Source: an optimization exercise on an open RTL-to-GDS flow (aim: small area, a short achievable clock period and few clock cycles). Production flows keep margins and buffers that such runs may drop.
Only simulation tests tie the RTL to the original design; equivalence was not proved.

==> flow/design.v <==
module Cache
#(
  parameter SIZE = 8*4*64,
  parameter NWAYS = 4,
  parameter NSETS = 8,
  parameter BLOCK_SIZE = 64,
  parameter WIDTH = 32,
  parameter MWIDTH = 64,
  parameter INDEX_WIDTH = 3,
  parameter TAG_WIDTH = 26,
  parameter OFFSET_WIDTH = 3,
  parameter WORD1 = 3,
  parameter WORD2 = 7
)
(
  input  wire                      clk,
  input  wire                      reset_n,
  input  wire [WIDTH-1:0]          address,
  input  wire [WIDTH-1:0]          din,
  input  wire                      rden,
  input  wire                      wren,
  output wire                      hit_miss,
  output wire [WIDTH-1:0]          q,
  output wire [MWIDTH-1:0]         mdout,
  output wire [WIDTH-1:0]          mrdaddress,
  output wire                      mrden,
  output wire [WIDTH-1:0]          mwraddress,
  output wire                      mwren,
  input  wire [MWIDTH-1:0]         mq
);
  wire [2:0]  s  = address[5:3];
  wire [25:0] t  = address[31:6];
  wire        hi = address[2];
  wire [7:0]  sd = 8'd1 << s;           
  reg  [7:0]  vld0, vld1, vld2, vld3;
  reg  [7:0]  drt0, drt1, drt2, drt3;
  reg  [7:0]  o01, o02, o03, o12, o13, o23;
  reg         m1, m2;
  reg  [3:0]  way_r;                    
  reg         wb_r;                     
  reg         pw;                       
  reg         upd;                      
  reg         wr_r;                     
  reg         pw_hi;
  reg  [31:0] pw_din;
  reg         hm_r;
  reg  [31:0] q_r;
  reg         mrden_r, mwren_r;
  reg  [28:0] mra_r;                    
  reg  [25:0] mwa_r;
  reg  [63:0] mdout_r;
  wire req = (rden | wren) & ~m1 & ~m2;
  wire [7:0] sd_r = 8'd1 << mra_r[2:0];  
  wire [3:0]  hit_w;
  wire [7:0]  vldw [0:3];
  assign vldw[0] = vld0;
  assign vldw[1] = vld1;
  assign vldw[2] = vld2;
  assign vldw[3] = vld3;
  wire [31:0] wd_lo = (m2 & ~(wr_r & ~pw_hi)) ? mq[31:0]  : pw_din;
  wire [31:0] wd_hi = (m2 & ~(wr_r &  pw_hi)) ? mq[63:32] : pw_din;
  wire        we_lo = m2 | (pw & ~pw_hi);
  wire        we_hi = m2 | (pw &  pw_hi);
  wire [63:0] bsel [0:3];
  wire [32*26-1:0] tgf;
  wire [31:0] esr = {way_r[3] ? sd_r : 8'd0, way_r[2] ? sd_r : 8'd0,
                     way_r[1] ? sd_r : 8'd0, way_r[0] ? sd_r : 8'd0};
  genvar gw, gs;
  generate
    for (gw = 0; gw < 4; gw = gw + 1) begin : W
      wire [8*64-1:0] dv;
      wire [7:0]      match;
      for (gs = 0; gs < 8; gs = gs + 1) begin : S
        reg  [31:0] dlo, dhi;
        reg  [25:0] tg;
        wire        wsel = way_r[gw] & sd_r[gs];
        always @(posedge clk) begin
          if (wsel & we_lo) dlo <= wd_lo;
          if (wsel & we_hi) dhi <= wd_hi;
          if (wsel & m2)    tg  <= t;
        end
        assign tgf[(gw*8 + gs)*26 +: 26] = tg;
        assign dv[gs*64 +: 64] = {dhi, dlo};
        assign match[gs] = vldw[gw][gs] & (tg == t);
      end
      assign hit_w[gw] = |(match & sd);
      reg [63:0] bs;
      integer k;
      always @(*) begin
        bs = 64'd0;
        for (k = 0; k < 8; k = k + 1)
          bs = bs | ({64{sd[k]}} & dv[k*64 +: 64]);
      end
      assign bsel[gw] = bs;
    end
  endgenerate
  wire hit  = |hit_w;
  wire miss = req & ~hit;
  wire whit = req & wren & hit;
  reg  [3:0] vk [0:7];
  reg  [7:0] vdk;                       
  reg  [3:0] vh;
  reg        vd;
  reg        pu, f01, f02, f03, f12, f13, f23;
  integer i;
  always @(*) begin
    vh = 4'b0000;
    vd = 1'b0;
    for (i = 0; i < 8; i = i + 1) begin
      pu = upd & sd_r[i];
      f01 = (pu & (way_r[0] | way_r[1])) ? way_r[0] : o01[i];
      f02 = (pu & (way_r[0] | way_r[2])) ? way_r[0] : o02[i];
      f03 = (pu & (way_r[0] | way_r[3])) ? way_r[0] : o03[i];
      f12 = (pu & (way_r[1] | way_r[2])) ? way_r[1] : o12[i];
      f13 = (pu & (way_r[1] | way_r[3])) ? way_r[1] : o13[i];
      f23 = (pu & (way_r[2] | way_r[3])) ? way_r[2] : o23[i];
      if      (!vld0[i]) vk[i] = 4'b0001;
      else if (!vld1[i]) vk[i] = 4'b0010;
      else if (!vld2[i]) vk[i] = 4'b0100;
      else if (!vld3[i]) vk[i] = 4'b1000;
      else if (!f01 & !f02 & !f03) vk[i] = 4'b0001;
      else if ( f01 & !f12 & !f13) vk[i] = 4'b0010;
      else if ( f02 &  f12 & !f23) vk[i] = 4'b0100;
      else vk[i] = 4'b1000;
      vdk[i] = |(vk[i] & {drt3[i], drt2[i], drt1[i], drt0[i]});
      vh = vh | ({4{sd[i]}} & vk[i]);
      vd = vd | (sd[i] & vdk[i]);
    end
  end
  wire [3:0] ah = hit_w | (vh & {4{~hit}});
  wire [3:0] pfw = way_r & {4{pw & (s == mra_r[2:0]) & (hi == pw_hi)}};
  reg  [31:0] qw;
  reg  [63:0] bw;
  reg  [25:0] tw;
  integer j;
  always @(*) begin
    qw = 32'd0;
    bw = 64'd0;
    tw = 26'd0;
    for (j = 0; j < 4; j = j + 1) begin
      qw = qw | ({32{hit_w[j]}} & (pfw[j] ? pw_din :
                                   (hi ? bsel[j][63:32] : bsel[j][31:0])));
      bw = bw | ({64{way_r[j]}} & bsel[j]);
    end
    for (j = 0; j < 32; j = j + 1)
      tw = tw | ({26{esr[j]}} & tgf[j*26 +: 26]);
  end
  assign hit_miss   = hm_r;
  assign q          = q_r;
  assign mrden      = mrden_r;
  assign mrdaddress = {mra_r, 3'b000};
  assign mwren      = mwren_r;
  assign mwraddress = {mwa_r, mra_r[2:0], 3'b000};
  assign mdout      = mdout_r;
  integer k;
  always @(posedge clk or negedge reset_n) begin
    if (!reset_n) begin
      vld0 <= 8'h00; vld1 <= 8'h00; vld2 <= 8'h00; vld3 <= 8'h00;
      drt0 <= 8'h00; drt1 <= 8'h00; drt2 <= 8'h00; drt3 <= 8'h00;
      o01 <= 8'hff; o02 <= 8'hff; o03 <= 8'hff;
      o12 <= 8'hff; o13 <= 8'hff; o23 <= 8'h00;
      m1 <= 1'b0;
      m2 <= 1'b0;
      pw <= 1'b0;
      upd <= 1'b0;
      hm_r <= 1'b0;
      mrden_r <= 1'b0;
      mwren_r <= 1'b0;
    end else begin
      m1 <= miss;
      m2 <= m1;
      pw <= whit;
      upd <= req;
      mrden_r <= miss;
      mwren_r <= m1 & wb_r;
      hm_r <= (req & hit) | m2;
      for (k = 0; k < 8; k = k + 1) begin
        if (upd & sd_r[k]) begin
          if (way_r[0] | way_r[1]) o01[k] <= way_r[0];
          if (way_r[0] | way_r[2]) o02[k] <= way_r[0];
          if (way_r[0] | way_r[3]) o03[k] <= way_r[0];
          if (way_r[1] | way_r[2]) o12[k] <= way_r[1];
          if (way_r[1] | way_r[3]) o13[k] <= way_r[1];
          if (way_r[2] | way_r[3]) o23[k] <= way_r[2];
          if (m1) begin
            if (way_r[0]) vld0[k] <= 1'b1;
            if (way_r[1]) vld1[k] <= 1'b1;
            if (way_r[2]) vld2[k] <= 1'b1;
            if (way_r[3]) vld3[k] <= 1'b1;
          end
          if (m1 | pw) begin
            if (way_r[0]) drt0[k] <= wr_r;
            if (way_r[1]) drt1[k] <= wr_r;
            if (way_r[2]) drt2[k] <= wr_r;
            if (way_r[3]) drt3[k] <= wr_r;
          end
        end
      end
    end
  end
  always @(posedge clk) begin
    if (req) way_r <= ah;
    wb_r <= vd;
    wr_r <= wren;
    pw_hi   <= hi;
    pw_din  <= din;
    mra_r   <= address[31:3];
    mwa_r   <= tw;
    mdout_r <= bw;
    q_r <= m2 ? (hi ? mq[63:32] : mq[31:0]) : qw;
  end
endmodule
clock: 8.5 ns
lec_check: 0
abc_clock_period_in_ps: 3500
cap_margin: 20
core_margin: 2
core_utilization: 50
setup_slack_margin: 5
slew_margin: 20
tns_end_percent: 20
standard.sh (not shown) runs the stock make flow with config.mk's settings and CLKGATE_MAP_FILE= SYNTH_SCRIPT=/design/flow/synth_recipe.tcl, a recipe that flattens the netlist after the stock synthesis.
==> flow/flow/run.sh <==
#!/bin/bash
# Layout flow: the standard layout (standard.sh: the standard synthesis and the
# ORFS flow to the final layout), with two ORFS variables set on the make command line:
#  - BUFFER_PORTS_ARGS: the buffer every input and output port gets is
#    sky130_fd_sc_hd__buf_4, not the resizer's default pick (the delay cell
#    clkdlybuf4s50_1, which adds about 0.6 ns to every output path);
#  - MATCH_CELL_FOOTPRINT=0: timing repair may resize a cell to one of another footprint.
# Synthesis, floorplan, power grid, placement, clock tree and routing are otherwise
# the standard flow's. ORFS writes each step's log under orfs/logs/; make's own output
# goes to standard_flow.log here.
set -euo pipefail
bash standard.sh MATCH_CELL_FOOTPRINT=0 "BUFFER_PORTS_ARGS=-buffer_cell sky130_fd_sc_hd__buf_4" finish > standard_flow.log 2>&1
Testbench counts at the start, summed over its fixed seeds: cycles 43,660.
Then changed:
--- a/flow/design.v
+++ b/flow/design.v
@@ -54,46 +54,50 @@
   wire [3:0]  hit_w;
   wire [7:0]  vldw [0:3];
   assign vldw[0] = vld0;
   assign vldw[1] = vld1;
   assign vldw[2] = vld2;
   assign vldw[3] = vld3;
-  wire [31:0] wd_lo = (m2 & ~(wr_r & ~pw_hi)) ? mq[31:0]  : pw_din;
-  wire [31:0] wd_hi = (m2 & ~(wr_r &  pw_hi)) ? mq[63:32] : pw_din;
+  wire [31:0] wd_lo = m2 ? ((wren & ~hi) ? din : mq[31:0])  : pw_din;
+  wire [31:0] wd_hi = m2 ? ((wren &  hi) ? din : mq[63:32]) : pw_din;
   wire        we_lo = m2 | (pw & ~pw_hi);
   wire        we_hi = m2 | (pw &  pw_hi);
+  wire [25:0] tsel [0:3];
   wire [63:0] bsel [0:3];
-  wire [32*26-1:0] tgf;
-  wire [31:0] esr = {way_r[3] ? sd_r : 8'd0, way_r[2] ? sd_r : 8'd0,
-                     way_r[1] ? sd_r : 8'd0, way_r[0] ? sd_r : 8'd0};
   genvar gw, gs;
   generate
     for (gw = 0; gw < 4; gw = gw + 1) begin : W
+      wire [8*26-1:0] tv;
       wire [8*64-1:0] dv;
       wire [7:0]      match;
       for (gs = 0; gs < 8; gs = gs + 1) begin : S
         reg  [31:0] dlo, dhi;
         reg  [25:0] tg;
         wire        wsel = way_r[gw] & sd_r[gs];
         always @(posedge clk) begin
           if (wsel & we_lo) dlo <= wd_lo;
           if (wsel & we_hi) dhi <= wd_hi;
           if (wsel & m2)    tg  <= t;
         end
-        assign tgf[(gw*8 + gs)*26 +: 26] = tg;
+        assign tv[gs*26 +: 26] = tg;
         assign dv[gs*64 +: 64] = {dhi, dlo};
         assign match[gs] = vldw[gw][gs] & (tg == t);
       end
       assign hit_w[gw] = |(match & sd);
+      reg [25:0] ts;
       reg [63:0] bs;
       integer k;
       always @(*) begin
+        ts = 26'd0;
         bs = 64'd0;
-        for (k = 0; k < 8; k = k + 1)
+        for (k = 0; k < 8; k = k + 1) begin
+          ts = ts | ({26{sd[k]}} & tv[k*26 +: 26]);
           bs = bs | ({64{sd[k]}} & dv[k*64 +: 64]);
+        end
       end
+      assign tsel[gw] = ts;
       assign bsel[gw] = bs;
     end
   endgenerate
   wire hit  = |hit_w;
   wire miss = req & ~hit;
   wire whit = req & wren & hit;
@@ -125,29 +129,27 @@
       vdk[i] = |(vk[i] & {drt3[i], drt2[i], drt1[i], drt0[i]});
       vh = vh | ({4{sd[i]}} & vk[i]);
       vd = vd | (sd[i] & vdk[i]);
     end
   end
   wire [3:0] ah = hit_w | (vh & {4{~hit}});
-  wire [3:0] pfw = way_r & {4{pw & (s == mra_r[2:0]) & (hi == pw_hi)}};
   reg  [31:0] qw;
   reg  [63:0] bw;
   reg  [25:0] tw;
   integer j;
   always @(*) begin
     qw = 32'd0;
     bw = 64'd0;
     tw = 26'd0;
     for (j = 0; j < 4; j = j + 1) begin
-      qw = qw | ({32{hit_w[j]}} & (pfw[j] ? pw_din :
-                                   (hi ? bsel[j][63:32] : bsel[j][31:0])));
+      qw = qw | ({32{hit_w[j]}} & (hi ? bsel[j][63:32] : bsel[j][31:0]));
       bw = bw | ({64{way_r[j]}} & bsel[j]);
-    end
-    for (j = 0; j < 32; j = j + 1)
-      tw = tw | ({26{esr[j]}} & tgf[j*26 +: 26]);
-  end
+      tw = tw | ({26{way_r[j]}} & tsel[j]);
+    end
+  end
+  wire fwd = pw & (s == mra_r[2:0]) & (hi == pw_hi) & |(hit_w & way_r);
   assign hit_miss   = hm_r;
   assign q          = q_r;
   assign mrden      = mrden_r;
   assign mrdaddress = {mra_r, 3'b000};
   assign mwren      = mwren_r;
   assign mwraddress = {mwa_r, mra_r[2:0], 3'b000};
@@ -204,9 +206,10 @@
     wr_r <= wren;
     pw_hi   <= hi;
     pw_din  <= din;
     mra_r   <= address[31:3];
     mwa_r   <= tw;
     mdout_r <= bw;
-    q_r <= m2 ? (hi ? mq[63:32] : mq[31:0]) : qw;
+    q_r <= m2  ? (hi ? mq[63:32] : mq[31:0]) :
+           fwd ? pw_din : qw;
   end
 endmodule
Outcome:
- wire length drops by 14%
- register-to-register slack gains 210 ps
- area after synthesis is about the same
- hold slack loses 32 ps
- global-route usage drops by 6.0 points
Testbench counts after the change, summed over its fixed seeds: cycles 43,660.

-- port drivers added, routing unchanged --
The flow's constraints put no driver on any port. The routed layouts listed below were extracted and timed again, unchanged, in two steps.
Step 1: set_driving_cell puts a clkbuf_16 on clk and a buf_2 on each other input, an assumption about the parent block.
Step 2 times the ports against the registers' clock, not the clock port: input delays grow and output delays shrink by t, the midpoint of the rising clock arrivals with the driver on.
a / b / c = ideal / step 1 / step 2; a / b = the first two.
run	t (ns)	setup WS [ns]	hold slack, ns	latest minus earliest clock arrival (ns)
the first run	1.054	4.760 / 4.760 / 3.802	0.475 / 0.475 / 0.475	0.105 / 0.105
the second run	1.059	4.685 / 4.399 / 3.340	0.443 / 0.443 / 0.443	0.078 / 0.077
After both steps every run listed still meets setup and hold. For the second run, which loses most, drivers alone change the setup slack by -0.286 ns; drivers and shift together by -1.345 ns.
